What follows belongs to an exercise in optimizing a design on an open flow for small area; a production flow would make more cautious choices.
Function was checked by simulation only, so behaviour that the tests miss may differ from the original.
Power figures rest on the tool's default switching activity, not on a simulated workload.

### design/flow/config.mk
export PLATFORM = sky130hd
export DESIGN_NAME = yduck_soc
export DESIGN_NICKNAME = yduck_soc
export VERILOG_FILES = /design/flow/design.v
export SDC_FILE = /design/flow/constraint.sdc
export NUM_CORES = 4
export LEC_CHECK = 0
export ABC_AREA = 1
export CAP_MARGIN = 20
export CORE_MARGIN = 2
export CORE_UTILIZATION = 50
export SLEW_MARGIN = 20
### design/flow/constraint.sdc
create_clock -name core_clock -period 12.0 [get_ports {clk}]
set_input_delay 2.4000 -clock core_clock [delete_from_list [all_inputs] [get_ports {clk}]]
set_output_delay 2.4000 -clock core_clock [all_outputs]
set_load 0.01 [all_outputs]
### design/flow/design.v
module yduck_soc (
	input wire clk,
	input wire rst,                  
	output wire [15:0] rom_addr,
	input wire [15:0] rom_data,
	input wire [15:0] gpio_in,
	output wire [15:0] gpio_out,
	output wire T0_PWM_P,
	output wire T0_PWM_N,
	output wire T1_PWM_P,
	output wire T1_PWM_N,
	input wire [3:0] intp_ext,
	input wire intp_s
);
localparam NF=4'h0, LD=4'h1, SV=4'h2, IN=4'h3, SW=4'h4, WR=4'h5, CR=4'h6, LA=4'h7,
           LO=4'h8, AD=4'h9, SB=4'ha, JW=4'hb, JA=4'hc, LL=4'hd, LR=4'he, TL=4'hf;
reg        rst_r;
reg [1:0]  pcm;     
reg [15:0] rom_addr_r;
reg [15:0] DK;
reg [15:0] RX [2:14];
reg [15:0] idata_r;
reg        jpc, jpc_r, dwi;
reg        pcb_v;
reg [15:0] pcb_d;
reg [2:0]  state;
reg        sen;
reg [15:0] PC_r;
reg [15:0] mem [0:31];
reg [4:0]  ram_addr_r;
reg        ram_sel_r;
reg [15:0] rdata_r;
reg [15:0] gpio_in_reg, gpio_out_reg;
reg [15:0] TCTR, TATS0, TATS0_r, TCMP0, TCMP0_r, TCNT0, TATS1, TATS1_r, TCMP1, TCMP1_r, TCNT1;
reg        intp_T0, intp_T1;
reg [10:0] INTC;
reg [15:0] INT0, INT1;
reg [7:0]  intp_i_r, intp_i_rr;
reg        int_vld;
function [15:0] inc16(input [15:0] x);
	reg c;
	integer i;
	begin
		c = 1'b1;
		for (i = 0; i < 16; i = i + 1) begin
			inc16[i] = x[i] ^ c;
			c = c & x[i];
		end
	end
endfunction
assign rom_addr = rom_addr_r;
assign gpio_out = gpio_out_reg;
always @(posedge clk) rst_r <= rst;
wire [15:0] PC = (pcm == 2'd3) ? 16'h0 : pcm[1] ? pcb_d : (pcm[0] ? inc16(rom_addr_r) : rom_addr_r);
always @(posedge clk) rom_addr_r <= PC;
localparam IDLE=3'h0, CPL=3'h1, WBK=3'h2, RIN=3'h3, IED=3'h4;
wire int_req = int_vld | intp_s;
always @(posedge clk) begin
	if (rst) begin
		sen <= 1'b0;
		state <= IDLE;
	end else begin
		if (int_req) begin
			sen <= 1'b1;
			state <= CPL;
			PC_r <= PC;
		end
		if (sen)
			if (state < IED)
				state <= state + 3'd1;
			else begin
				state <= IDLE;
				sen <= 1'b0;
			end
		else if (state != IDLE)
			state <= IDLE;
	end
end
wire wbk = (state == WBK);
wire inp = (state == CPL) | (state == WBK) | (state == RIN);
wire [15:0] idata = (jpc | jpc_r | dwi | inp) ? 16'h0 : rom_data;
wire [3:0]  op_d  = idata[15:12];
wire [3:0]  op2   = idata[7:4];
wire        dsw_d = (op_d <= SW);
wire        dsv   = (op_d == SV) | (dsw_d & (op2 == SV));
always @(posedge clk) begin
	if (rst_r) begin
		idata_r <= 16'h0;
		jpc <= 1'b0;
		jpc_r <= 1'b0;
		dwi <= 1'b0;
	end else begin
		idata_r <= idata;
		jpc <= (op_d == JA) | (op_d == JW);
		jpc_r <= jpc;
		dwi <= dsv;
	end
end
wire [3:0] op    = idata_r[15:12];
wire       dsw_r = (op <= SW);
wire [7:0] imm   = idata_r[7:0];
wire       int_jpc = jpc | wbk;
wire [3:0] ra = idata_r[11:8];
wire       op2r_ok = (idata_r[7:4] == NF) | (idata_r[7:4] == SV) | (idata_r[7:4] == IN) | (idata_r[7:4] == SW);
wire [3:0] rb = dsw_r ? (op2r_ok ? idata_r[3:0] : 4'h0) :
                ((op == CR) | (op == LA) | (op == LO)) ? idata_r[7:4] : 4'h1;
wire [15:0] pc_rd = (int_jpc & pcb_v) ? pcb_d : PC;
reg [15:0] a, b;
integer n;
always @(*) begin
	a = (DK & {16{ra == 4'h1}}) | (pc_rd & {16{ra == 4'hf}});
	b = (DK & {16{rb == 4'h1}}) | (pc_rd & {16{rb == 4'hf}});
	for (n = 2; n <= 14; n = n + 1) begin
		a = a | (RX[n] & {16{ra == n}});
		b = b | (RX[n] & {16{rb == n}});
	end
end
wire [15:0] d_dout;
wire op_ad = (op == AD), op_sb = (op == SB), op_cr = (op == CR);
wire op_j  = (op == JA) | (op == JW);
wire op_in = (op == IN);
wire use_b = op_ad | op_sb | op_cr;
wire use_i = op_ad | op_sb | op_j;
wire op_nf = (op == NF);
wire inv   = op_sb | op_cr | op_nf;
wire [15:0] ximm = use_i ? {8'h0, imm} : 16'h0;
wire [15:0] xa = a ^ {16{inv}};
wire [15:0] xi = ximm ^ {16{op_sb}};
wire [15:0] xb = use_b ? b : 16'h0;
wire [15:0] s1 = xb ^ xa ^ xi;
wire [16:0] c1 = {(xb & xa) | (xb & xi) | (xa & xi), op_sb | op_cr | op_in};
wire [16:0] rc;
assign rc[0] = op_sb;
genvar g;
generate for (g = 0; g < 16; g = g + 1) begin : rca
	assign rc[g+1] = (s1[g] & c1[g]) | (s1[g] & rc[g]) | (c1[g] & rc[g]);
end endgenerate
wire [16:0] sum = {rc[16] ^ c1[16], s1 ^ c1[15:0] ^ rc[15:0]};
wire        cr_bit = ~sum[16];
wire [3:0] sh = a[3:0] + idata_r[3:0];
wire       shl = (op == LL);
reg  [15:0] b_rev, s_rev;
wire [15:0] sh_in = shl ? b_rev : b;
wire [15:0] sh_out = sh_in >> sh;
integer q;
always @(*) for (q = 0; q < 16; q = q + 1) begin
	b_rev[q] = b[15-q];
	s_rev[q] = sh_out[15-q];
end
wire [15:0] shres = shl ? s_rev : sh_out;
wire rotl = idata_r[0] ? ~idata_r[1] : (a == 16'h0);
wire [15:0] rot = rotl ? {b[14:0], b[15]} : {b[0], b[15:1]};
reg [15:0] din0;
reg [3:0]  waddr0;
reg        we0;
always @(*) begin
	din0 = sum[15:0];
	waddr0 = 4'h1;
	we0 = 1'b1;
	case (op)
		NF: waddr0 = ra;
		LD: begin din0 = d_dout; waddr0 = ra; end
		SV: begin we0 = 1'b0; waddr0 = 4'h0; end
		IN: waddr0 = ra;
		SW: begin din0 = {a[7:0], a[15:8]}; waddr0 = ra; end
		WR: waddr0 = idata_r[7:4];
		CR: din0 = {15'h0, cr_bit};
		LA: din0 = a & b;
		LO: din0 = a | b;
		AD: ;
		SB: ;
		JW: begin waddr0 = 4'hf; we0 = (b != 16'h0); end
		JA: waddr0 = 4'hf;
		LL: din0 = shres;
		LR: din0 = shres;
		TL: din0 = rot;
	endcase
end
reg [15:0] din1;
reg        we1;
always @(*) begin
	din1 = 16'h0;
	we1 = 1'b0;
	if (dsw_r)
		case (op2)
			NF: begin din1 = ~b; we1 = 1'b1; end
			IN: begin din1 = inc16(b); we1 = 1'b1; end
			SW: begin din1 = {b[7:0], b[15:8]}; we1 = 1'b1; end
			default: ;
		endcase
end
wire [3:0] waddr1 = idata_r[3:0];
wire [15:0] idin0 = wbk ? PC_r : din0;
wire [3:0]  iwa0  = wbk ? 4'he : waddr0;
wire        iwe0  = wbk | we0;
wire [15:0] idin1 = wbk ? 16'h0004 : din1;
wire [3:0]  iwa1  = wbk ? 4'hf : waddr1;
wire        iwe1  = wbk | we1;
wire [15:0] DKD = (iwe0 & (iwa0 == 4'h1)) ? idin0 :
                  (iwe1 & (iwa1 == 4'h1)) ? idin1 : DK;
wire w0pc = iwe0 & (iwa0 == 4'hf);
wire w1pc = iwe1 & (iwa1 == 4'hf);
wire [15:0] wd0 = idin0 & {16{~rst}};
wire [15:0] wd1 = idin1 & {16{~rst}};
integer k;
always @(posedge clk) begin
	if (rst | (iwe0 & (iwa0 == 4'h1)) | (iwe1 & (iwa1 == 4'h1)))
		DK <= (iwe0 & (iwa0 == 4'h1)) ? wd0 : wd1;
	for (k = 2; k <= 14; k = k + 1)
		if (rst | (iwe0 & (iwa0 == k)) | (iwe1 & (iwa1 == k)))
			RX[k] <= (iwe0 & (iwa0 == k)) ? wd0 : wd1;
end
always @(posedge clk) begin
	if (rst) begin
		pcm <= 2'd3;
		pcb_v <= 1'b0;
	end else begin
		if (int_jpc) pcm <= (w0pc | w1pc) ? 2'd2 : 2'd0;
		else pcm <= ~dsv ? 2'd1 : 2'd0;
		pcb_v <= w0pc | w1pc;
	end
end
always @(posedge clk) pcb_d <= w0pc ? idin0 : idin1;
wire        d_we = ~rst & dwi & (op == SV);
wire [15:0] d_din = a;
wire [15:0] pwd = d_din & {16{~rst}};
wire [3:0]  bank = DKD[15:12];
wire [11:0] off  = DKD[11:0];
wire [15:0] sta  = (idata_r[3:0] == 4'h1) ? ~b : DK;
wire [3:0]  sbank = sta[15:12];
wire [11:0] soff  = sta[11:0];
always @(posedge clk)
	if (d_we & (sbank == 4'h0)) mem[sta[4:0]] <= d_din;
reg [15:0] rsel;
always @(*) begin
	rsel = 16'h0;
	case (bank)
		4'h1: if (off == 12'h000) rsel = gpio_in_reg;
		4'h2: case (off)
			12'h000: rsel = TCTR;
			12'h004: rsel = TCNT0;
			12'h007: rsel = TCNT1;
			default: ;
		endcase
		4'h3: case (off)
			12'h000: rsel = {5'h0, INTC};
			12'h001: rsel = INT0;
			12'h002: rsel = INT1;
			default: ;
		endcase
		default: ;
	endcase
end
always @(posedge clk) begin
	ram_addr_r <= DKD[4:0];
	ram_sel_r <= (bank == 4'h0);
	rdata_r <= rsel;
end
reg [15:0] ram_q;
integer m;
always @(*) begin
	ram_q = 16'h0;
	for (m = 0; m < 32; m = m + 1)
		ram_q = ram_q | (mem[m] & {16{ram_addr_r == m}});
end
assign d_dout = ram_sel_r ? ram_q : rdata_r;
always @(posedge clk) gpio_in_reg <= gpio_in;
always @(posedge clk)
	if (rst | (d_we & (sbank == 4'h1) & (soff == 12'h001))) gpio_out_reg <= pwd;
wire t_we = d_we & (sbank == 4'h2);
always @(posedge clk) begin
	if (rst | (t_we & (soff == 12'h000))) TCTR <= pwd;
	if (rst | (t_we & (soff == 12'h002))) TATS0 <= pwd;
	if (rst | (t_we & (soff == 12'h003))) TCMP0 <= pwd;
	if (rst | (t_we & (soff == 12'h005))) TATS1 <= pwd;
	if (rst | (t_we & (soff == 12'h006))) TCMP1 <= pwd;
end
wire eq0 = (TCNT0 == TATS0_r);
wire eq1 = (TCNT1 == TATS1_r);
always @(posedge clk) begin
	if (rst) begin
		TCNT0 <= 16'h0;
		TCNT1 <= 16'h0;
		intp_T0 <= 1'b0;
		intp_T1 <= 1'b0;
	end else begin
		if (TCTR[0] & ~eq0) TCNT0 <= inc16(TCNT0);
		else TCNT0 <= 16'h0;
		if (~TCTR[0] | eq0) begin
			TATS0_r <= TATS0;
			TCMP0_r <= TCMP0;
		end
		if (TCTR[8] & ~eq1) TCNT1 <= inc16(TCNT1);
		else TCNT1 <= 16'h0;
		if (~TCTR[8] | eq1) begin
			TATS1_r <= TATS1;
			TCMP1_r <= TCMP1;
		end
		intp_T0 <= TCTR[0] & eq0 & TCTR[8] & eq1;
		if (TCTR[8] & eq1) intp_T1 <= 1'b1;
	end
end
reg gt0, gt1;
always @(posedge clk) begin
	if (rst) begin
		gt0 <= 1'b0;
		gt1 <= 1'b0;
	end else begin
		gt0 <= TCTR[0] & ~eq0 & (gt0 | (TCNT0 == TCMP0_r));
		gt1 <= TCTR[8] & ~eq1 & (gt1 | (TCNT1 == TCMP1_r));
	end
end
assign T0_PWM_P = gt0 ^ TCTR[1];
assign T0_PWM_N = ~T0_PWM_P;
assign T1_PWM_P = gt1 ^ TCTR[9];
assign T1_PWM_N = ~T1_PWM_P;
wire [31:0] INTA = {INT1, INT0};
wire [7:0]  intp_i = {intp_ext, 2'b0, intp_T1, intp_T0};
wire i_we = d_we & (sbank == 4'h3);
always @(posedge clk) begin
	if (rst | (i_we & (soff == 12'h000))) INTC[7:0] <= pwd[7:0];
	if (rst | (i_we & (soff == 12'h001))) INT0 <= pwd;
	if (rst | (i_we & (soff == 12'h002))) INT1 <= pwd;
end
reg [7:0] intp_c, intp_tg, intp_h;
reg       intp_ht;
reg [2:0] intp_hn;
integer j;
always @(*) begin
	for (j = 0; j <= 7; j = j + 1) begin
		intp_c[j] = INTA[4*j] ? intp_i[j] : 1'b0;
		case ({INTA[4*j+3], INTA[4*j+2]})
			2'b00: intp_tg[j] = intp_i_r[j];
			2'b01: intp_tg[j] = ~intp_i_r[j];
			2'b10: intp_tg[j] = intp_i_r[j] & ~intp_i_rr[j];
			2'b11: intp_tg[j] = ~intp_i_r[j] & intp_i_rr[j];
		endcase
		intp_h[j] = ~INTA[4*j+1] & intp_tg[j];
	end
	intp_ht = |intp_h;
	casez (intp_h)
		8'b???????1: intp_hn = 3'h0;
		8'b??????10: intp_hn = 3'h1;
		8'b?????100: intp_hn = 3'h2;
		8'b????1000: intp_hn = 3'h3;
		8'b???10000: intp_hn = 3'h4;
		8'b??100000: intp_hn = 3'h5;
		8'b?1000000: intp_hn = 3'h6;
		8'b10000000: intp_hn = 3'h7;
		default:     intp_hn = 3'h0;
	endcase
end
wire intp_l0 = INTA[1] & intp_tg[0];
always @(posedge clk) begin
	if (rst) begin
		intp_i_r <= 8'h0;
		intp_i_rr <= 8'h0;
		int_vld <= 1'b0;
		INTC[10:8] <= 3'h0;
	end else begin
		intp_i_r <= intp_c;
		intp_i_rr <= intp_i_r;
		int_vld <= INTC[0] & (intp_ht | intp_l0);
		INTC[10:8] <= (INTC[0] & intp_ht) ? intp_hn : 3'h0;
	end
end
endmodule
### design/flow/flow/run.sh
#!/bin/bash
# Layout flow: the standard flow (standard.sh) with these changes:
#  - synthesis: ABC maps the combinational logic for area and leaves buffering and gate
#    sizing to OpenROAD's repair steps. Flip-flops are mapped (dfflibmap) before ABC runs,
#    so the registers, their names and cell types are those of the standard synthesis.
#  - clock tree: clkbuf_16 sink clusters of up to 24 flops, no dummy balancing loads.
#  - port buffers: buf_2 cells.
# Each tool's output goes to the ORFS logs under orfs/logs; make's own output to make.log.
set -euo pipefail
W=$(pwd)
cat > "$W/abc_area_nobuf.script" <<'EOT'
&get -n
&st
&dch
&nf -R 1000 -p
&put
topo
EOT
{
	head -n 1 "$W/synth_recipe.tcl"
	echo "proc abc {args} { set i [lsearch \$args -script]; if {\$i >= 0} { lset args [expr {\$i+1}] $W/abc_area_nobuf.script }; yosys abc {*}\$args }"
	tail -n +2 "$W/synth_recipe.tcl"
} > "$W/area_synth.tcl"
bash "$W/standard.sh" SYNTH_SCRIPT="$W/area_synth.tcl" \
	CTS_ARGS="-sink_clustering_enable -repair_clock_nets -sink_clustering_size 24 -sink_clustering_max_diameter 70 -buf_list sky130_fd_sc_hd__clkbuf_16 -dont_use_dummy_load" \
	BUFFER_PORTS_ARGS="-buffer_cell sky130_fd_sc_hd__buf_2" \
	finish > "$W/make.log" 2>&1
### design/flow/standard.sh
#!/bin/bash
# synth_recipe.tcl (not shown) runs the flow's synth.tcl, then flattens the netlist and writes it again
# the make line also repeats each setting of config.mk as NAME=value (left out here)
make -C /OpenROAD-flow-scripts/flow DESIGN_CONFIG=/design/flow/config.mk WORK_HOME=/design/flow/orfs CLKGATE_MAP_FILE= SYNTH_SCRIPT=/design/flow/synth_recipe.tcl "${@:-finish}"
==> results of run 1 <==
## final timing paths
kind | depth (start not counted) | endpoint
worst min register to register | 0 | TCMP1_r[6]
worst max register to register | 44 | rdata_r[9]
worst max-delay path | 44 | rdata_r[9]
worst min-delay path | 0 | TCMP1_r[6]
## final cells by class
type,count,area (µm²)
fillers,7821,40200
repair buffers,330,2340
multi-input cells,2481,16300
clock buffers,60,1500
diodes,1,2.50
inverters,48,180
well taps,1254,1570
flip-flops and latches,1101,31600
## where the power goes
group          total [mW]  switching, mW  leakage [nW]  internal [mW]
sequential           4.85          0.218          10.4           4.63
combinational        3.08           2.21          7.31          0.866
clock                2.05           1.17         0.739          0.883
## per-layer routing
metal,GRT usage (%),vias up,part of all wire [%]
met2,52.8,2136,46
met5,0,-,0.0078
met3,5.36,401,9.6
met1,46.2,17200,39
li1,-,15200,-
met4,14.9,2,5.6
## kinds of logic (layout without fill, tap and decap cells)
kind of cell,count (synthesis),count (layout),share of synthesized area (%)
AND/OR/NAND/NOR,1189,1189,11.7
flip-flops,1101,1101,66.6
AO/OA/AOI/OAI,1044,1044,15.3
XOR/XNOR,98,98,1.81
adder cells (fa/ha/maj),97,97,3.08
multiplexers,53,53,1.13
buffers and inverters,48,438,0.380
other,0,1,0
## cell usage in the layout, fill, tap and decap left out, types with 27 or more instances in the layout
cell type and instances:
and2_0 48, a222oi_1 183, nand4_1 86, a22oi_1 155
edfxtp_1 952, nand2_1 371, a21oi_1 214, clkbuf_16 60
xor2_1 36, buf_2 74, xnor2_1 61, mux2i_1 48
nand2b_1 35, buf_4 251, dfxtp_1 145, clkinv_1 47
nor2_1 344, a221oi_1 43, nor3_1 33, ha_1 64
nor2b_1 37, nand3_1 48, o21ai_0 252, a22o_1 27
## timing repair
item	in CTS	in global routing
buffers inserted	2	2
pin swaps	5	19
resized for setup	7	19
cloned	0	1
setup endpoints to repair	16	44
endpoints found under the hold margin	0	0
## through the flow
step           utilization, %  worst slack, ns  power, mW  hold WS (ns)  setup TNS [ns]
2_1_floorplan               -           0.0440       6.38         0.400               0
3_3_place_gp             55.3           -0.163       7.87         0.400           -1.91
3_5_place_dp             55.4           -0.375       7.89         0.405           -4.61
4_1_cts                  57.0          0.00599       9.89         0.420               0
5_1_grt                  57.1          -0.0321       10.3         0.425         -0.0339
6_report                 57.1            0.390       9.98         0.415               0
==> results.yml, run 1 <==
run_status:
  status: "complete, no violations"
die:
  start_util_pct: 50.6
  die_h_um: 312
  dieWidth_um: 312
  ioPinCount: 75
  die_area_um2: 97300
  core_area_um2: 93600
  rows: 112
drt:
  drc: 0
  ant_nets: 0
  wl_per_cell_um: 31.4
  finalWirelength_mm: 166
  dr.pass1.iters: 10
  num_vias: 35000
  vias_per_cell: 6.64
  drt_iter0_markers: 5703
setup_path:
  cp-start-kind: "register"
  path_class: "reg2reg"
  critPathCaptureType: "register"
  reg2reg_from: "idata_r[13]"
  cpMaxStageDelayCell: "fa_1"
  critPathTopFamily: "adder cells"
  crit_start: "idata_r[13]"
  slowest_delay_ns: 0.55
  crit_top_cell: "fa_2"
  crit_buf_inv: 5
  crit_fanout: 7
  crit_required_ns: 12.60
  arrival_ns: 12.21
  worst-r2r-setup-slack_ns: 0.39
timing:
  hold_violations: 0
  clock_skew_ns: 0.0706
  fmax_ghz: 0.0861
  fin_crit_ns: 11.61
  worstMarginPinSlew_ns: 1.17
  finalSetupViolCount: 0
  slew_headroom_pct: 21.9
  period_share_pct: 96.7
  drv_slew: 0
grt:
  antenna_found_initial: 4
  grt_max_degree: 65
  grt_first_pass_wirelength_mm: 236
  grt_pass1_vias: 32600
  groute.usage.overall_pct: 33.5
  overflow: 0
power:
  leakage_nw: 18.4
  p_per_area_nw_per_um2: 187
  vdd_drop_max_mv: 0.141
synthesis:
  syn_area_per_cell_um2: 13.1
  yosysUniqueCellTypes: 60
  synth-main-ff-cell: "edfxtp_1"
  synth_commonest_cells: "edfxtp_1, nand2_1, nor2_1"
  ys_seq_area_share_pct: 66.6
  synth_area_um2: 47400
  synth_nets: 3766
  yosysWarningCount: 2
  ys_seq_elements: 1101
  async_reset_ff_share_pct: 0
  synth_area_leaders: "edfxtp_1, dfxtp_1, a222oi_1"
  yosysTopAreaCellShare_pct: 60.3
  synth_area_leader_cell: "edfxtp_1"
  synth_edf_count: 952
  syn_inst: 3630
  synth_most_common_cell: "edfxtp_1"
placement:
  port-buffer-count: 74
  placed_cells: 5209
  place_congestion: 0.955
  place_area_um2: 51800
  dp_hpwl_mm: 113
finish:
  fin_area_um2: 53500
  largest_reg_flops: 512
  final_cells: 5275
  area_growth_pct: 12.8
  drive_gt1_share_pct: 13.2
  nets: 4158
cts:
  path_clk_slew_ns: 0.09
  clock_latency_ns: 0.71
  clockBufferDepth: 3
  cts_sinks: 1101
  hold_buffers: 0
  cts.htree.levels: 2
  tritoncts: "built"
  cts_inserted_buffers: 60
  cts_root_buffer: "clkbuf_16"
job:
  cap_violations: 0
worst_hold_path:
  hold_path.class: "reg2reg"
  hp-start: "TCMP1[6]"
==> inputs of run 2 (changes only) <==
--- a/design/flow/design.v
+++ b/design/flow/design.v
@@ -17,3 +17,3 @@
 reg        rst_r;
-reg [1:0]  pcm;     
+reg [15:0] PC;
 reg [15:0] rom_addr_r;
@@ -53,3 +53,2 @@
 always @(posedge clk) rst_r <= rst;
-wire [15:0] PC = (pcm == 2'd3) ? 16'h0 : pcm[1] ? pcb_d : (pcm[0] ? inc16(rom_addr_r) : rom_addr_r);
 always @(posedge clk) rom_addr_r <= PC;
@@ -162,3 +161,3 @@
 		LD: begin din0 = d_dout; waddr0 = ra; end
-		SV: begin we0 = 1'b0; waddr0 = 4'h0; end
+		SV: we0 = 1'b0;
 		IN: waddr0 = ra;
@@ -178,15 +177,4 @@
 end
-reg [15:0] din1;
-reg        we1;
-always @(*) begin
-	din1 = 16'h0;
-	we1 = 1'b0;
-	if (dsw_r)
-		case (op2)
-			NF: begin din1 = ~b; we1 = 1'b1; end
-			IN: begin din1 = inc16(b); we1 = 1'b1; end
-			SW: begin din1 = {b[7:0], b[15:8]}; we1 = 1'b1; end
-			default: ;
-		endcase
-end
+wire [15:0] din1 = (op2 == IN) ? inc16(b) : (op2 == SW) ? {b[7:0], b[15:8]} : ~b;
+wire        we1 = dsw_r & ((op2 == NF) | (op2 == IN) | (op2 == SW));
 wire [3:0] waddr1 = idata_r[3:0];
@@ -195,7 +183,8 @@
 wire        iwe0  = wbk | we0;
-wire [15:0] idin1 = wbk ? 16'h0004 : din1;
+wire [15:0] idin1 = {din1[15:3] & {13{~wbk}}, din1[2] | wbk, din1[1:0] & {2{~wbk}}};
 wire [3:0]  iwa1  = wbk ? 4'hf : waddr1;
 wire        iwe1  = wbk | we1;
-wire [15:0] DKD = (iwe0 & (iwa0 == 4'h1)) ? idin0 :
-                  (iwe1 & (iwa1 == 4'h1)) ? idin1 : DK;
+wire dk0 = iwe0 & (iwa0 == 4'h1);
+wire dk1 = ~dk0 & iwe1 & (iwa1 == 4'h1);
+wire [15:0] DKD = (idin0 & {16{dk0}}) | (idin1 & {16{dk1}}) | (DK & {16{~(dk0 | dk1)}});
 wire w0pc = iwe0 & (iwa0 == 4'hf);
@@ -207,6 +196,6 @@
 	if (rst | (iwe0 & (iwa0 == 4'h1)) | (iwe1 & (iwa1 == 4'h1)))
-		DK <= (iwe0 & (iwa0 == 4'h1)) ? wd0 : wd1;
+		DK <= (wd0 & {16{iwe0 & (iwa0 == 4'h1)}}) | (wd1 & {16{~(iwe0 & (iwa0 == 4'h1)) & iwe1 & (iwa1 == 4'h1)}});
 	for (k = 2; k <= 14; k = k + 1)
 		if (rst | (iwe0 & (iwa0 == k)) | (iwe1 & (iwa1 == k)))
-			RX[k] <= (iwe0 & (iwa0 == k)) ? wd0 : wd1;
+			RX[k] <= (wd0 & {16{iwe0 & (iwa0 == k)}}) | (wd1 & {16{~(iwe0 & (iwa0 == k)) & iwe1 & (iwa1 == k)}});
 end
@@ -214,7 +203,10 @@
 	if (rst) begin
-		pcm <= 2'd3;
+		PC <= 16'h0;
 		pcb_v <= 1'b0;
 	end else begin
-		if (int_jpc) pcm <= (w0pc | w1pc) ? 2'd2 : 2'd0;
-		else pcm <= ~dsv ? 2'd1 : 2'd0;
+		if (int_jpc) begin
+			if (w0pc) PC <= idin0;
+			else if (w1pc) PC <= idin1;
+		end else if (~dsv)
+			PC <= inc16(PC);
 		pcb_v <= w0pc | w1pc;
@@ -233,22 +225,10 @@
 	if (d_we & (sbank == 4'h0)) mem[sta[4:0]] <= d_din;
-reg [15:0] rsel;
-always @(*) begin
-	rsel = 16'h0;
-	case (bank)
-		4'h1: if (off == 12'h000) rsel = gpio_in_reg;
-		4'h2: case (off)
-			12'h000: rsel = TCTR;
-			12'h004: rsel = TCNT0;
-			12'h007: rsel = TCNT1;
-			default: ;
-		endcase
-		4'h3: case (off)
-			12'h000: rsel = {5'h0, INTC};
-			12'h001: rsel = INT0;
-			12'h002: rsel = INT1;
-			default: ;
-		endcase
-		default: ;
-	endcase
-end
+wire hi0 = (off[11:3] == 9'h0);
+wire [15:0] rsel = (gpio_in_reg & {16{(bank == 4'h1) & hi0 & (off[2:0] == 3'd0)}}) |
+                   (TCTR  & {16{(bank == 4'h2) & hi0 & (off[2:0] == 3'd0)}}) |
+                   (TCNT0 & {16{(bank == 4'h2) & hi0 & (off[2:0] == 3'd4)}}) |
+                   (TCNT1 & {16{(bank == 4'h2) & hi0 & (off[2:0] == 3'd7)}}) |
+                   ({5'h0, INTC} & {16{(bank == 4'h3) & hi0 & (off[2:0] == 3'd0)}}) |
+                   (INT0  & {16{(bank == 4'h3) & hi0 & (off[2:0] == 3'd1)}}) |
+                   (INT1  & {16{(bank == 4'h3) & hi0 & (off[2:0] == 3'd2)}});
 always @(posedge clk) begin
--- a/design/flow/config.mk
+++ b/design/flow/config.mk
@@ -11,2 +11,3 @@
 export CORE_UTILIZATION = 50
+export SETUP_SLACK_MARGIN = 0.3
 export SLEW_MARGIN = 20
==> results.yml, run 2 <==
timing:
  holdWs_ns: 0.417
  drv_slew: 0
  rsz0062_at_grt: "no"
  finalSetupViolCount: 0
  slew_headroom_pct: 26.0
  period_share_pct: 93.8
  fin_crit_ns: 11.25
  hold_violations: 0
  fmax_ghz: 0.0889
  worstMarginPinSlew_ns: 1.11
  setup-tns-final_ns: 0
  setup_ws_ns: 0.746
  clock_skew_ns: 0.115
finish:
  final_cells: 4984
  drive_gt1_share_pct: 12.3
  nets: 3866
  fin_area_um2: 52500
  fin_util_pct: 56.3
  area_growth_pct: 11.8
  num-fill-cells: 7638
  multi_input_area_um2: 15600
  layout_commonest_cell: "edfxtp_1"
  regArea_um2: 31900
  mostFrequentLayoutCells: "edfxtp_1, nand2_1, o22ai_1"
  largest_reg_flops: 512
placement:
  port-buffer-count: 74
  place_congestion: 0.965
  dp_slack_ns: 0.139
  placed_cells: 4909
  dp_hpwl_mm: 117
  place_area_um2: 50800
die:
  start_util_pct: 50.4
  die_area_um2: 96400
  rows: 112
  die_h_um: 310
  ioPinCount: 75
  core_area_um2: 93200
  dieWidth_um: 310
power:
  p_per_area_nw_per_um2: 173
  p_int_mw: 6.05
  swShare_pct: 33.5
  combPwrFrac_pct: 25.6
  p_seq_share_pct: 51.6
  leakage_nw: 17.9
  switching_power_mw: 3.05
  power.share.clock_pct: 22.8
  vdd_drop_max_mv: 0.148
  power_mw: 9.11
synthesis:
  async_reset_ff_share_pct: 0
  ys_seq_area_share_pct: 67.8
  synth_area_um2: 47000
  syn_inst: 3403
  synth_compound_area_share_pct: 15.6
  synth_nets: 3539
  synth-simple-area-share_pct: 10.5
  synth_edf_count: 952
  synth_top_family_by_area: "compound AO/OA/AOI/OAI gates"
  synth_area_leaders: "edfxtp_1, dfxtp_1, a222oi_1"
  synth_area_leader_cell: "edfxtp_1"
  yosysWarningCount: 2
  synthAdderAreaFrac_pct: 3.11
  synth-main-ff-cell: "edfxtp_1"
  synth_most_common_cell: "edfxtp_1"
  syn_area_per_cell_um2: 13.8
  synthMuxAreaShare_pct: 0.925
  synth_commonest_cells: "edfxtp_1, nand2_1, o22ai_1"
  synth_xor_area_share_pct: 1.79
  yosysUniqueCellTypes: 60
  yosysTopAreaCellShare_pct: 60.9
  ys_seq_elements: 1115
drt:
  drc: 0
  wl_per_cell_um: 33.8
  dr.pass1.iters: 10
  num_vias: 34600
  ant_nets: 0
  drt_iter0_markers: 5655
  finalWirelength_mm: 169
  vias_per_cell: 6.94
job:
  cap_violations: 0
setup_path:
  crit_top_cell: "fa_2"
  crit_buf_inv: 6
  critPathTopFamily: "adder cells"
  path_class: "reg2reg"
  crit_required_ns: 12.66
  cpMaxStageDelayCell: "fa_1"
  critPathCaptureType: "register"
  arrival_ns: 11.91
  crit_fanout: 8
  slowest_delay_ns: 0.45
  cp-start-kind: "register"
grt:
  overflow: 0
  groute.usage.overall_pct: 34.5
  antenna_found_initial: 5
  grt_pass1_vias: 33300
  grt_max_degree: 40
  grt_first_pass_wirelength_mm: 238
cts:
  cts_inserted_buffers: 61
  tritoncts: "built"
  cts_sinks: 1115
  cts.htree.levels: 2
  clockBufferDepth: 3
  hold_buffers: 0
  path_clk_slew_ns: 0.09
  clock_latency_ns: 0.71
  cts_root_buffer: "clkbuf_16"
run_status:
  status: "complete, no violations"
worst_hold_path:
  hold_path.class: "reg2reg"
-- run 2: cell count changes after synthesis, sizes merged, moves of 25 or more --
cell   before  now
o21ai     260  134
nor2b      43   18
nand2     373  293
a21oi     218  122
o22ai      10  229
nor2      367  211
-- run 2: final timing paths --
check | slack, ns | start | cells past startpoint | end
worst max register to register | 0.75 | idata_r[14] | 47 | rdata_r[12]
worst min-delay path | 0.42 | TCMP1[11] | 0 | TCMP1_r[11]
worst min register to register | 0.42 | TCMP1[11] | 0 | TCMP1_r[11]
worst max-delay path | 0.75 | idata_r[14] | 47 | rdata_r[12]
-- run 2: cells by family (layout without fill, tap and decap cells) --
kind of cell    after synthesis  in the layout
buf+inv                      41            366
fa+ha+maj                    97             97
flops                      1115           1115
mux                          43             43
other cells                   0              2
simple gates               1001           1001
xor+xnor                     96             96
compound gates             1010           1010
-- run 2: area by class of cell --
type	count	share of cell area [%]
Sequential cell	1115	60.7
Multi-Input combinational cell	2247	29.7
Timing Repair Buffer	264	3.44
Tap cell	1254	2.99
Clock buffer	61	2.91
Inverter	41	0.298
Antenna cell	2	0.00953
-- run 2: what timing repair did --
item / 4_1_cts / 5_1_grt
pin swaps: 1 / 17
gates cloned: 0 / 1
buffers inserted: 3 / 7
endpoints found under the setup margin: 16 / 22
gates resized for setup: 9 / 21
-- run 2: metal layers --
metal | global-route usage [%] | wire length [µm]
met3 | 5.90 | 16400
met4 | 15.0 | 8110
met5 | 0 | 11
met2 | 55.3 | 79100
met1 | 46.6 | 65000
-- run 2: power by group through the flow --
stage / sequential (mW) / clock (mW) / combinational (mW)
global placement: 4.77 / 0 / 2.21
floorplan: 4.72 / 0 / 1.17
detailed placement: 4.78 / 0 / 2.23
global route: 4.71 / 2.21 / 2.43
finish: 4.70 / 2.07 / 2.33
CTS: 4.69 / 2.10 / 2.24
==> inputs of run 3 (changes only) <==
--- a/design/flow/design.v
+++ b/design/flow/design.v
@@ -130,9 +130,17 @@
 wire [16:0] c1 = {(xb & xa) | (xb & xi) | (xa & xi), op_sb | op_cr | op_in};
-wire [16:0] rc;
-assign rc[0] = op_sb;
+wire [8:0]  rl;             
+wire [16:8] rh0, rh1;       
+assign rl[0] = op_sb;
+assign rh0[8] = 1'b0;
+assign rh1[8] = 1'b1;
 genvar g;
-generate for (g = 0; g < 16; g = g + 1) begin : rca
-	assign rc[g+1] = (s1[g] & c1[g]) | (s1[g] & rc[g]) | (c1[g] & rc[g]);
+generate for (g = 0; g < 8; g = g + 1) begin : rcl
+	assign rl[g+1] = (s1[g] & c1[g]) | (s1[g] & rl[g]) | (c1[g] & rl[g]);
 end endgenerate
-wire [16:0] sum = {rc[16] ^ c1[16], s1 ^ c1[15:0] ^ rc[15:0]};
+generate for (g = 8; g < 16; g = g + 1) begin : rch
+	assign rh0[g+1] = (s1[g] & c1[g]) | (s1[g] & rh0[g]) | (c1[g] & rh0[g]);
+	assign rh1[g+1] = (s1[g] & c1[g]) | (s1[g] & rh1[g]) | (c1[g] & rh1[g]);
+end endgenerate
+wire [16:8] rh = rl[8] ? rh1 : rh0;
+wire [16:0] sum = {rh[16] ^ c1[16], s1[15:8] ^ c1[15:8] ^ rh[15:8], s1[7:0] ^ c1[7:0] ^ rl[7:0]};
 wire        cr_bit = ~sum[16];
--- a/design/flow/config.mk
+++ b/design/flow/config.mk
@@ -11,3 +11,2 @@
 export CORE_UTILIZATION = 50
-export SETUP_SLACK_MARGIN = 0.3
 export SLEW_MARGIN = 20
==> results.yml, run 3 <==
drt:
  dr.pass1.iters: 12
  finalWirelength_mm: 175
  drt_iter0_markers: 5852
  num_vias: 35100
  ant_nets: 0
  vias_per_cell: 6.98
  drc: 0
  wl_per_cell_um: 34.8
synthesis:
  synth_area_leader_cell: "edfxtp_1"
  synth_most_common_cell: "edfxtp_1"
  synth_commonest_cells: "edfxtp_1, nand2_1, nor2_1"
  syn_inst: 3475
  syn_area_per_cell_um2: 13.6
  synth_area_um2: 47200
  ys_seq_area_share_pct: 67.4
  yosysTopAreaCellShare_pct: 60.5
  synth_area_leaders: "edfxtp_1, dfxtp_1, a222oi_1"
  yosysWarningCount: 2
  synth-main-ff-cell: "edfxtp_1"
  synth_nets: 3612
  synth_edf_count: 952
  async_reset_ff_share_pct: 0
  yosysUniqueCellTypes: 56
  ys_seq_elements: 1115
die:
  core_area_um2: 93500
  die_h_um: 311
  ioPinCount: 75
  start_util_pct: 50.5
  die_area_um2: 96900
  rows: 112
  dieWidth_um: 311
cts:
  clock_latency_ns: 0.72
  path_clk_slew_ns: 0.09
  cts_sinks: 1115
  cts_inserted_buffers: 60
  cts_root_buffer: "clkbuf_16"
  cts.htree.levels: 2
  clockBufferDepth: 3
  tritoncts: "built"
finish:
  mostFrequentLayoutCells: "edfxtp_1, nand2_1, nor2_1"
  largest_reg_flops: 512
  drive_gt1_share_pct: 9.51
  final_cells: 5027
  layout_commonest_cell: "edfxtp_1"
  nets: 3905
  area_growth_pct: 10.5
setup_path:
  cpMaxStageDelayCell: "or3_1"
  crit_fanout: 16
  slowest_delay_ns: 0.51
  crit_top_cell: "fa_1"
  arrival_ns: 11.98
  crit_required_ns: 12.67
  critPathCaptureType: "register"
  cp-start-kind: "register"
  critPathTopFamily: "compound AO/OA/AOI/OAI gates"
  crit_buf_inv: 4
  path_class: "reg2reg"
worst_hold_path:
  hold_path.class: "reg2reg"
timing:
  fin_crit_ns: 11.31
  setup-tns-final_ns: 0
  finalSetupViolCount: 0
  hold_violations: 0
  slew_headroom_pct: 18.8
  fmax_ghz: 0.0884
  clock_skew_ns: 0.0737
  rsz0062_at_grt: "no"
  drv_slew: 0
  period_share_pct: 94.2
  worstMarginPinSlew_ns: 1.22
grt:
  grt_pass1_vias: 33500
  antenna_found_initial: 12
  grt_first_pass_wirelength_mm: 245
  overflow: 0
  grt_max_degree: 72
  groute.usage.overall_pct: 35.4
power:
  power_mw: 9.34
  vdd_drop_max_mv: 0.125
  p_per_area_nw_per_um2: 179
  leakage_nw: 17.8
placement:
  dp_hpwl_mm: 120
  placed_cells: 4960
  port-buffer-count: 74
  place_congestion: 1.01
run_status:
  status: "complete, no violations"
job:
  cap_violations: 0
[run 3: changes by cell type in the layout (fill, tap and decap cells not counted), sizes merged, moves of 31 or more]
cell   change
o22ai     -38
a221o     +40
nor2      +37
buf       -31
o32ai     +34
[run 3: cells by family after synthesis]
group	Yosys count	synth area share (%)
AOI/OAI and AO/OA	1024	15.8
xor gates and xnor gates	104	1.93
adders and majority gates	98	2.99
buffers and inverters	59	0.469
DFF	1115	67.4
muxes	39	0.837
and+or+nand+nor	1036	10.6
[run 3: report_power, final]
group          internal [mW]  switching, mW
sequential              4.55          0.192
combinational          0.655           1.87
clock                  0.884           1.19
[run 3: final timing paths]
path                                   from           to  slack, ns  cells after the start
worst max-delay path            idata_r[15]  rdata_r[12]       0.69                     45
worst min-delay path              TATS0[11]  TATS0_r[11]       0.39                      0
worst max register to register  idata_r[15]  rdata_r[12]       0.69                     45
worst min register to register    TATS0[11]  TATS0_r[11]       0.39                      0
[run 3: repair_timing]
item | CTS | global route
setup endpoints to repair | 0 | 17
gates resized for setup | 0 | 13
hold buffers | 0 | 0
buffers inserted | 0 | 0
[run 3: routing by layer]
layer	routed length [µm]	track usage, %	up-vias
met5	11	0.247	-
met4	11500	19.2	2
met3	18400	6.93	483
met2	79900	55.9	2364
met1	64800	46.2	17400
li1	-	-	14800
[run 3: metrics by stage]
step	hold WS (ns)	utilization, %	setup slack [ns]	area, µm²
2_1_floorplan	0.376	-	0.00640	47200
6_report	0.386	55.8	0.690	52200
4_1_cts	0.387	55.7	0.149	52100
5_1_grt	0.386	55.8	0.0244	52200
3_3_place_gp	0.403	54.1	0.385	50600
3_5_place_dp	0.405	54.1	0.181	50600
[run 3: area by class of cell]
cell class,instances,area [µm²]
Timing Repair Buffer,231,1550
Multi-Input combinational cell,2301,15500
Inverter,59,221
Sequential cell,1115,31900
Tap cell,1254,1570
Clock buffer,60,1500
Fill cell,7703,41300
Antenna cell,7,17.5
==> inputs of run 4 (changes only) <==
--- a/design/flow/design.v
+++ b/design/flow/design.v
@@ -201,9 +201,14 @@
 wire [15:0] wd1 = idin1 & {16{~rst}};
+reg [15:0] sel0, sel1;      
 integer k;
+always @(*) begin
+	for (k = 0; k < 16; k = k + 1) begin
+		sel0[k] = iwe0 & (iwa0 == k);
+		sel1[k] = ~sel0[k] & iwe1 & (iwa1 == k);
+	end
+end
 always @(posedge clk) begin
-	if (rst | (iwe0 & (iwa0 == 4'h1)) | (iwe1 & (iwa1 == 4'h1)))
-		DK <= (wd0 & {16{iwe0 & (iwa0 == 4'h1)}}) | (wd1 & {16{~(iwe0 & (iwa0 == 4'h1)) & iwe1 & (iwa1 == 4'h1)}});
+	DK <= (DK & {16{~rst & ~sel0[1] & ~sel1[1]}}) | (wd0 & {16{sel0[1]}}) | (wd1 & {16{sel1[1]}});
 	for (k = 2; k <= 14; k = k + 1)
-		if (rst | (iwe0 & (iwa0 == k)) | (iwe1 & (iwa1 == k)))
-			RX[k] <= (wd0 & {16{iwe0 & (iwa0 == k)}}) | (wd1 & {16{~(iwe0 & (iwa0 == k)) & iwe1 & (iwa1 == k)}});
+		RX[k] <= (RX[k] & {16{~rst & ~sel0[k] & ~sel1[k]}}) | (wd0 & {16{sel0[k]}}) | (wd1 & {16{sel1[k]}});
 end
==> results.yml, run 4 <==
cts:
  path_clk_slew_ns: 0.09
  tritoncts: "built"
  cts_inserted_buffers: 58
  cts.htree.levels: 2
  clockBufferDepth: 3
  post_cts_buffers: 0
  cts.repair.resized: 0
  hold_buffers: 0
  cts_root_buffer: "clkbuf_16"
  cts_sinks: 1115
  clock_latency_ns: 0.72
finish:
  area_growth_pct: 11.5
  fin_util_pct: 56.2
  mostFrequentLayoutCells: "edfxtp_1, nand2_1, dfxtp_1"
  largest_reg_flops: 512
  final_cells: 5498
  drive_gt1_share_pct: 10.5
  layout_commonest_cell: "edfxtp_1"
  nets: 4382
  fin_area_um2: 52200
run_status:
  status: "complete, no violations"
timing:
  hold_violations: 0
  worstMarginPinSlew_ns: 1.16
  holdWs_ns: 0.400
  fmax_ghz: 0.0891
  slew_headroom_pct: 22.9
  fin_crit_ns: 11.23
  period_share_pct: 93.6
  setup_ws_ns: 0.771
  clock_skew_ns: 0.0808
  drv_slew: 0
  setup-tns-final_ns: 0
  finalSetupViolCount: 0
  rsz0062_at_grt: "no"
drt:
  ant_nets: 0
  wl_met3_mm: 14.6
  routed.top_layer: "met5"
  dr.pass1.iters: 10
  dr_wl_met2_mm: 74.2
  num_vias: 36200
  wl_met1_mm: 66.1
  vias_per_cell: 6.59
  drc: 0
  finalWirelength_mm: 164
  drt_iter0_markers: 5636
  wl_per_cell_um: 29.8
setup_path:
  arrival_ns: 11.89
  path_class: "reg2reg"
  cpMaxStageDelayCell: "fa_1"
  crit_fanout: 16
  crit_top_cell: "fa_1"
  reg2reg_from: "idata_r[15]"
  slowest_delay_ns: 0.66
  crit_required_ns: 12.66
  critPathCaptureType: "register"
  cp-start-kind: "register"
  crit_start: "idata_r[15]"
power:
  vdd_drop_max_mv: 0.127
  leakage_nw: 18.6
  power_mw: 8.51
  p_per_area_nw_per_um2: 163
synthesis:
  synth_nets: 4041
  syn_inst: 3904
  syn_area_per_cell_um2: 12.0
  yosysWarningCount: 2
  ys_seq_elements: 1115
  async_reset_ff_share_pct: 0
  yosysUniqueCellTypes: 59
  synth_area_leader_cell: "edfxtp_1"
  synth_area_um2: 46900
  synth_edf_count: 728
  yosysTopAreaCellShare_pct: 46.7
  synth_area_leaders: "edfxtp_1, dfxtp_1, a22oi_1"
  ys_seq_area_share_pct: 63.2
  synth-main-ff-cell: "edfxtp_1"
  synth_most_common_cell: "edfxtp_1"
  synth_commonest_cells: "edfxtp_1, nand2_1, dfxtp_1"
die:
  ioPinCount: 75
  start_util_pct: 50.4
  die_area_um2: 96200
  dieWidth_um: 310
  die_h_um: 310
  core_area_um2: 93000
  rows: 112
grt:
  grt_pass1_vias: 34200
  antenna_found_initial: 8
  overflow: 0
  grt_first_pass_wirelength_mm: 237
  grt_max_degree: 67
  groute.usage.overall_pct: 33.8
worst_hold_path:
  hp-start: "TCMP0[6]"
  hold_path.class: "reg2reg"
placement:
  dp_hpwl_mm: 112
  placed_cells: 5437
  dp_slack_ns: 0.777
  port-buffer-count: 74
  place_congestion: 0.984
  place_area_um2: 50800
job:
  cap_violations: 0
==> run 4: changes by cell type in the layout (fill, tap and decap cells not counted), sizes merged, moves of 9 or more <==
cell    before  now
a222oi     170  181
edfxtp     952  728
o22ai      191    5
a22oi      106  355
o21bai       1   11
o211ai      16    5
dfxtp      163  387
buf        231  280
o32ai       34    0
nand2      323  701
nor3        56   73
a221o       52   23
nand3       43   60
nor3b       10   19
==> run 4: logic make-up after synthesis <==
family                   count (synthesis)  share of synthesized area, %
XOR/XNOR                               107                          2.00
multiplexers                            42                         0.908
flip-flops                            1115                          63.2
adder cells (fa/ha/maj)                 98                          2.95
buffers and inverters                   62                         0.497
AO/OA/AOI/OAI                         1039                          16.4
AND/OR/NAND/NOR                       1441                          14.0
==> run 4: layout make-up <==
| class | count | area [µm²] |
|---|---|---|
| inverter | 62 | 233 |
| antenna | 1 | 2.50 |
| timing repair buffer | 281 | 1930 |
| clock buffer | 58 | 1450 |
| multi-input combinational | 2727 | 17500 |
| tap | 1254 | 1570 |
| fill | 8098 | 40800 |
| sequential | 1115 | 29600 |
==> run 4: path summary, 6_finish.rpt <==
kind                            slack [ns]  cells past startpoint         end
worst max-delay path                  0.77                     39  rdata_r[9]
worst min-delay path                  0.40                      0  TCMP0_r[6]
worst max register to register        0.77                     39  rdata_r[9]
worst min register to register        0.40                      0  TCMP0_r[6]
==> run 4: power breakdown <==
part	internal [mW]	total, mW	switching (mW)	leakage, nW
clock	0.857	2.03	1.17	0.715
combinational	0.569	2.03	1.46	8.40
sequential	4.27	4.45	0.177	9.50
==> run 4: layer usage <==
| metal | vias to the layer above | GRT usage [%] |
|---|---|---|
| met5 | - | 0 |
| met1 | 17900 | 46.5 |
| met2 | 1962 | 53.0 |
| met3 | 402 | 5.28 |
| met4 | 10 | 15.5 |
| li1 | 16000 | - |
==> run 4: worst max-delay path, delay by kind of cell (launching register included) <==
family | cells | cell delay, ns
AOI/OAI and AO/OA | 12 | 2.60
xor gates and xnor gates | 1 | 0.16
adders and majority gates | 8 | 3.92
and+or+nand+nor | 16 | 3.75
buffers and inverters | 2 | 0.30
DFF | 1 | 0.46
==> inputs of run 5 (changes only) <==
--- a/design/flow/flow/run.sh
+++ b/design/flow/flow/run.sh
@@ -2,3 +2,3 @@
 # Layout flow: the standard flow (standard.sh) with these changes:
-#  - synthesis: ABC maps the combinational logic for area and leaves buffering and gate
+#  - synthesis: ABC maps the combinational logic for area (three rounds) and leaves buffering and gate
 #    sizing to OpenROAD's repair steps. Flip-flops are mapped (dfflibmap) before ABC runs,
@@ -11,2 +11,12 @@
 cat > "$W/abc_area_nobuf.script" <<'EOT'
+&get -n
+&st
+&dch
+&nf -R 1000 -p
+&put
+&get -n
+&st
+&dch
+&nf -R 1000 -p
+&put
 &get -n
==> results.yml, run 5 <==
run_status:
  status: "complete, no violations"
finish:
  area_growth_pct: 12.1
  num-fill-cells: 7943
  drive_gt1_share_pct: 10.6
  nets: 4303
  mostFrequentLayoutCells: "edfxtp_1, nand2_1, dfxtp_1"
  layout_commonest_cell: "edfxtp_1"
  largest_reg_flops: 512
power:
  swShare_pct: 35.8
  leakage_nw: 19.1
  switching_power_mw: 3.30
  vdd_drop_max_mv: 0.123
  combPwrFrac_pct: 27.5
  p_seq_share_pct: 49.9
  power_mw: 9.22
  power.share.clock_pct: 22.6
  p_per_area_nw_per_um2: 177
  p_int_mw: 5.92
synthesis:
  syn_area_per_cell_um2: 12.2
  syn_inst: 3802
  synth-main-ff-cell: "edfxtp_1"
  yosysTopAreaCellShare_pct: 47.0
  synth_area_leaders: "edfxtp_1, dfxtp_1, a222oi_1"
  yosysWarningCount: 2
  ys_seq_area_share_pct: 63.7
  synth_nets: 3939
  synth_xor_area_share_pct: 2.05
  synthAdderAreaFrac_pct: 2.98
  synth-simple-area-share_pct: 12.4
  synth_edf_count: 728
  async_reset_ff_share_pct: 0
  synth_most_common_cell: "edfxtp_1"
  synth_area_um2: 46500
  synth_compound_area_share_pct: 17.1
  ys_seq_elements: 1115
  synth_top_family_by_area: "compound AO/OA/AOI/OAI gates"
  synth_commonest_cells: "edfxtp_1, nand2_1, dfxtp_1"
  synth_area_leader_cell: "edfxtp_1"
  synthMuxAreaShare_pct: 0.813
  yosysUniqueCellTypes: 62
die:
  dieWidth_um: 309
  core_area_um2: 91900
  die_h_um: 309
  rows: 111
  ioPinCount: 75
  start_util_pct: 50.5
  die_area_um2: 95400
drt:
  num_vias: 37400
  ant_nets: 0
  wl_per_cell_um: 34.7
  routed.top_layer: "met5"
  vias_per_cell: 6.91
  finalWirelength_mm: 188
  dr_wl_met2_mm: 81.3
  dr.pass1.iters: 11
  drc: 0
  wl_met1_mm: 72.9
  drt_iter0_markers: 7060
  wl_met3_mm: 21.0
timing:
  rsz0062_at_grt: "no"
  fin_crit_ns: 11.34
  hold_violations: 0
  worstMarginPinSlew_ns: 1.24
  finalSetupViolCount: 0
  clock_skew_ns: 0.0757
  period_share_pct: 94.5
  fmax_ghz: 0.0882
  setup-tns-final_ns: 0
  slew_headroom_pct: 17.1
  drv_slew: 0
setup_path:
  crit_top_cell: "fa_1"
  cpMaxStageDelayCell: "o21ai_0"
  reg2reg_from: "idata_r[13]"
  critPathTopFamily: "adder cells"
  crit_start: "idata_r[13]"
  path_class: "reg2reg"
  critPathCaptureType: "register"
  crit_buf_inv: 1
  slowest_delay_ns: 0.66
  cp-start-kind: "register"
  crit_fanout: 16
  arrival_ns: 11.87
  crit_required_ns: 12.53
  worst-r2r-setup-slack_ns: 0.66
grt:
  antenna_found_initial: 5
  grt_first_pass_wirelength_mm: 263
  grt_pass1_vias: 35100
  overflow: 0
  grt_max_degree: 64
  groute.usage.overall_pct: 39.0
cts:
  hold_buffers: 0
  cts.htree.levels: 2
  cts_inserted_buffers: 60
  clockBufferDepth: 3
  clock_latency_ns: 0.73
  cts_sinks: 1115
  tritoncts: "built"
  path_clk_slew_ns: 0.09
  cts_root_buffer: "clkbuf_16"
worst_hold_path:
  hold_path.class: "reg2reg"
  hp-start: "TATS1[10]"
placement:
  dp_hpwl_mm: 126
  port-buffer-count: 74
  place_congestion: 1.03
job:
  cap_violations: 0
run 5: timing repair:
action,4_1_cts,5_1_grt
gates resized for setup,0,7
setup buffers,0,0
setup endpoints to repair,0,29
run 5: layout make-up:
| type | count | area (µm²) | area share [%] |
|---|---|---|---|
| tap | 1243 | 1560 | 2.98 |
| inverter | 117 | 439 | 0.843 |
| multi-input combinational | 2570 | 16900 | 32.4 |
| clock buffer | 60 | 1500 | 2.88 |
| antenna | 3 | 7.51 | 0.0144 |
| sequential | 1115 | 29600 | 56.8 |
| timing repair buffer | 302 | 2120 | 4.06 |
run 5: worst register-to-register path, delay by kind of cell, from the launching register on:
kind,cells,cell delay (ns)
xor+xnor,1,0.16
fa+ha+maj,9,3.93
buf+inv,1,0.20
flops,1,0.45
compound gates,15,3.62
simple gates,17,2.85
run 5: per-layer routing:
metal | vias up | global-route usage, %
met2 | 2569 | 58.4
met4 | 4 | 21.0
li1 | 15800 | -
met3 | 575 | 8.45
met1 | 18400 | 53.2
met5 | - | 0.253
run 5: worst paths after layout:
| path | endpoint | cells after the start |
|---|---|---|
| worst max-delay path | rdata_r[0] | 43 |
| worst min-delay path | TATS1_r[10] | 0 |
| worst min register to register | TATS1_r[10] | 0 |
| worst max register to register | rdata_r[0] | 43 |
run 5: per-stage QoR:
step / utilization (%) / hold WS, ns / cell area, µm² / setup WS, ns / instances
after global placement: 54.9 / 0.400 / 50400 / 0.553 / 5341
after detailed placement: 54.9 / 0.405 / 50500 / 0.215 / 5343
after CTS: 56.6 / 0.419 / 52000 / 0.165 / 5403
after floorplan: - / 0.375 / 46500 / 0.0308 / 3802
after global routing: 56.7 / 0.426 / 52100 / 0.0196 / 5407
final: 56.7 / 0.418 / 52100 / 0.660 / 5410
run 5: power by group through the flow:
stage | Clock, mW | Sequential, mW | Combinational [mW]
3_3_place_gp | 0 | 4.68 | 2.40
5_1_grt | 2.22 | 4.62 | 2.63
6_report | 2.08 | 4.60 | 2.53
2_1_floorplan | 0 | 4.57 | 1.22
4_1_cts | 2.10 | 4.59 | 2.41
3_5_place_dp | 0 | 4.67 | 2.40
run 5: logic make-up after synthesis:
kind of cell	after synthesis
AO/OA/AOI/OAI	1051
XOR/XNOR	109
adder cells (fa/ha/maj)	98
buffers and inverters	117
flip-flops	1115
multiplexers	37
AND/OR/NAND/NOR	1275
==> inputs of run 6 (changes only) <==
--- a/design/flow/config.mk
+++ b/design/flow/config.mk
@@ -11,2 +11,3 @@
 export CORE_UTILIZATION = 50
+export PLACE_DENSITY = 0.75
 export SLEW_MARGIN = 20
==> results.yml, run 6 <==
run_status:
  status: "complete, no violations"
setup_path:
  ff2ff_path_depth: 44
  slowest_delay_ns: 0.48
  timing.rr.end: "rdata_r[8]"
  reg2reg_from: "idata_r[13]"
  critPathCaptureType: "register"
  worst-r2r-setup-slack_ns: 0.65
  crit_top_cell: "fa_1"
  arrival_ns: 11.97
  crit_required_ns: 12.62
  cp-start-kind: "register"
  cpMaxStageDelayCell: "fa_1"
  path_class: "reg2reg"
  crit_fanout: 16
grt:
  groute.usage.overall_pct: 36.6
  grt_pass1_vias: 35300
  grt_max_degree: 71
  antenna_found_initial: 3
  overflow: 0
  grt_first_pass_wirelength_mm: 251
drt:
  vias_per_cell: 7.05
  wl_per_cell_um: 32.9
  dr.pass1.iters: 12
  finalWirelength_mm: 178
  num_vias: 38100
  drt_iter0_markers: 7968
  drc: 0
  ant_nets: 0
timing:
  fin_crit_ns: 11.35
  worstMarginPinSlew_ns: 1.31
  setup-tns-final_ns: 0
  drv_slew: 0
  rsz0062_at_grt: "no"
  period_share_pct: 94.6
  hold_violations: 0
  fmax_ghz: 0.0881
  finalSetupViolCount: 0
  slew_headroom_pct: 11.6
  clock_skew_ns: 0.110
cts:
  tritoncts: "built"
  cts_sinks: 1115
  path_clk_slew_ns: 0.09
  cts.htree.levels: 2
  cts_inserted_buffers: 59
  post_cts_buffers: 0
  clockBufferDepth: 3
  clock_latency_ns: 0.72
  cts_root_buffer: "clkbuf_16"
  cts.repair.resized: 0
  hold_buffers: 0
synthesis:
  synth_commonest_cells: "edfxtp_1, nand2_1, dfxtp_1"
  synth_top_family_by_area: "compound AO/OA/AOI/OAI gates"
  yosysWarningCount: 2
  syn_area_per_cell_um2: 12.2
  synth_most_common_cell: "edfxtp_1"
  syn_inst: 3802
  yosysUniqueCellTypes: 62
  synth_area_leader_cell: "edfxtp_1"
  synth_xor_area_share_pct: 2.05
  synth_compound_area_share_pct: 17.1
  synth-main-ff-cell: "edfxtp_1"
  synthAdderAreaFrac_pct: 2.98
  synth-simple-area-share_pct: 12.4
  synth_area_um2: 46500
  async_reset_ff_share_pct: 0
  synth_edf_count: 728
  ys_seq_elements: 1115
  yosysTopAreaCellShare_pct: 47.0
  ys_seq_area_share_pct: 63.7
  synth_nets: 3939
  synthMuxAreaShare_pct: 0.813
  synth_area_leaders: "edfxtp_1, dfxtp_1, a222oi_1"
die:
  start_util_pct: 50.5
  rows: 111
  ioPinCount: 75
  die_area_um2: 95400
  core_area_um2: 91900
  die_h_um: 309
  dieWidth_um: 309
placement:
  place_congestion: 1.07
  dp_hpwl_mm: 118
  port-buffer-count: 74
finish:
  mostFrequentLayoutCells: "edfxtp_1, nand2_1, dfxtp_1"
  nets: 4290
  area_growth_pct: 11.8
  layout_commonest_cell: "edfxtp_1"
  largest_reg_flops: 512
  drive_gt1_share_pct: 10.4
  fin_util_pct: 56.5
worst_hold_path:
  holdPathEnd: "TATS1_r[5]"
  hp-start: "TATS1[5]"
  whs_path_depth: 0
  hold_path.class: "reg2reg"
power:
  p_per_area_nw_per_um2: 176
  leakage_nw: 19.1
  vdd_drop_max_mv: 0.144
job:
  cap_violations: 0
## run 6: how the worst max path moves through the flow
stage,endpoint,slack [ns],cells after the start,from
after floorplan,rdata_r[0],0.03,40,state[0]
after global placement,rdata_r[6],0.72,42,idata_r[13]
after detailed placement,rdata_r[8],0.42,42,idata_r[13]
after CTS,rdata_r[8],0.39,42,idata_r[13]
after global routing,rdata_r[8],0.04,44,idata_r[13]
final,rdata_r[8],0.65,44,idata_r[13]
## run 6: worst max-delay path, delay by kind of cell (launching register included)
family	cells	cell delay, ns
adders and majority gates	9	3.93
AOI/OAI and AO/OA	16	3.35
and+or+nand+nor	16	2.94
buffers and inverters	2	0.44
DFF	1	0.43
xor gates and xnor gates	1	0.18
## run 6: stage by stage
stage	worst slack (ns)	std cells	power [mW]	instance area [µm²]	hold WS, ns
2_1_floorplan	0.0308	3802	5.80	46500	0.375
3_3_place_gp	0.715	5334	6.94	50400	0.400
3_5_place_dp	0.420	5334	6.95	50400	0.405
4_1_cts	0.388	5393	8.91	51900	0.418
5_1_grt	0.0354	5394	9.32	51900	0.425
6_report	0.648	5398	9.12	51900	0.413
## run 6: kinds of logic after synthesis
kind of cell / Yosys count
AND/OR/NAND/NOR: 1275
flip-flops: 1115
AO/OA/AOI/OAI: 1051
buffers and inverters: 117
XOR/XNOR: 109
adder cells (fa/ha/maj): 98
multiplexers: 37
## run 6: routing by layer
layer	GRT usage (%)	wire [µm]	share of wire (%)	up-vias
li1	-	-	-	15800
met1	48.8	65600	37	18400
met2	53.2	73900	42	3200
met3	11.8	25800	15	728
met4	19.4	12200	6.9	4
met5	0.809	95	0.053	-
## run 6: power breakdown
part / total (mW) / switching (mW) / internal (mW)
clock network: 2.05 / 1.18 / 0.870
registers: 4.61 / 0.245 / 4.36
logic: 2.47 / 1.82 / 0.647
total: 9.12 / 3.24 / 5.88
## run 6: cell type report
| cell class | instances | area, µm² |
|---|---|---|
| tap | 1243 | 1560 |
| multi-input combinational | 2570 | 16900 |
| clock buffer | 59 | 1480 |
| fill | 7698 | 40000 |
| antenna | 4 | 10.0 |
| timing repair buffer | 290 | 2000 |
| inverter | 117 | 439 |
| sequential | 1115 | 29600 |

[port drivers added, routing unchanged]
The flow's constraints put no driver on any port. The routed layouts listed below were extracted and timed again, unchanged, in two steps. Step 1 assumes that a clkbuf_16 drives the clock port and a buf_2 every other input. Step 2 moves the port delays by t, midway between the first and last clock arrival at a register: inputs arrive t later, outputs are due t later. That takes back most of the time a late clock gives input paths. Three values: ideal, step 1, step 2; two values: the first two.
run | t, ns | setup slack, ns | worst slew at a driven data input, ns
run 1 | 0.746 | 0.390 / 0.390 / 0.390 | 0.07
run 2 | 0.730 | 0.746 / 0.746 / 0.746 | 0.05
run 3 | 0.760 | 0.690 / 0.690 / 0.690 | 0.12
run 4 | 0.756 | 0.771 / 0.771 / 0.771 | 0.04
run 5 | 0.770 | 0.660 / 0.660 / 0.660 | 0.04
run 6 | 0.742 | 0.648 / 0.648 / 0.648 | 0.05
After both steps every run listed still meets setup and hold.
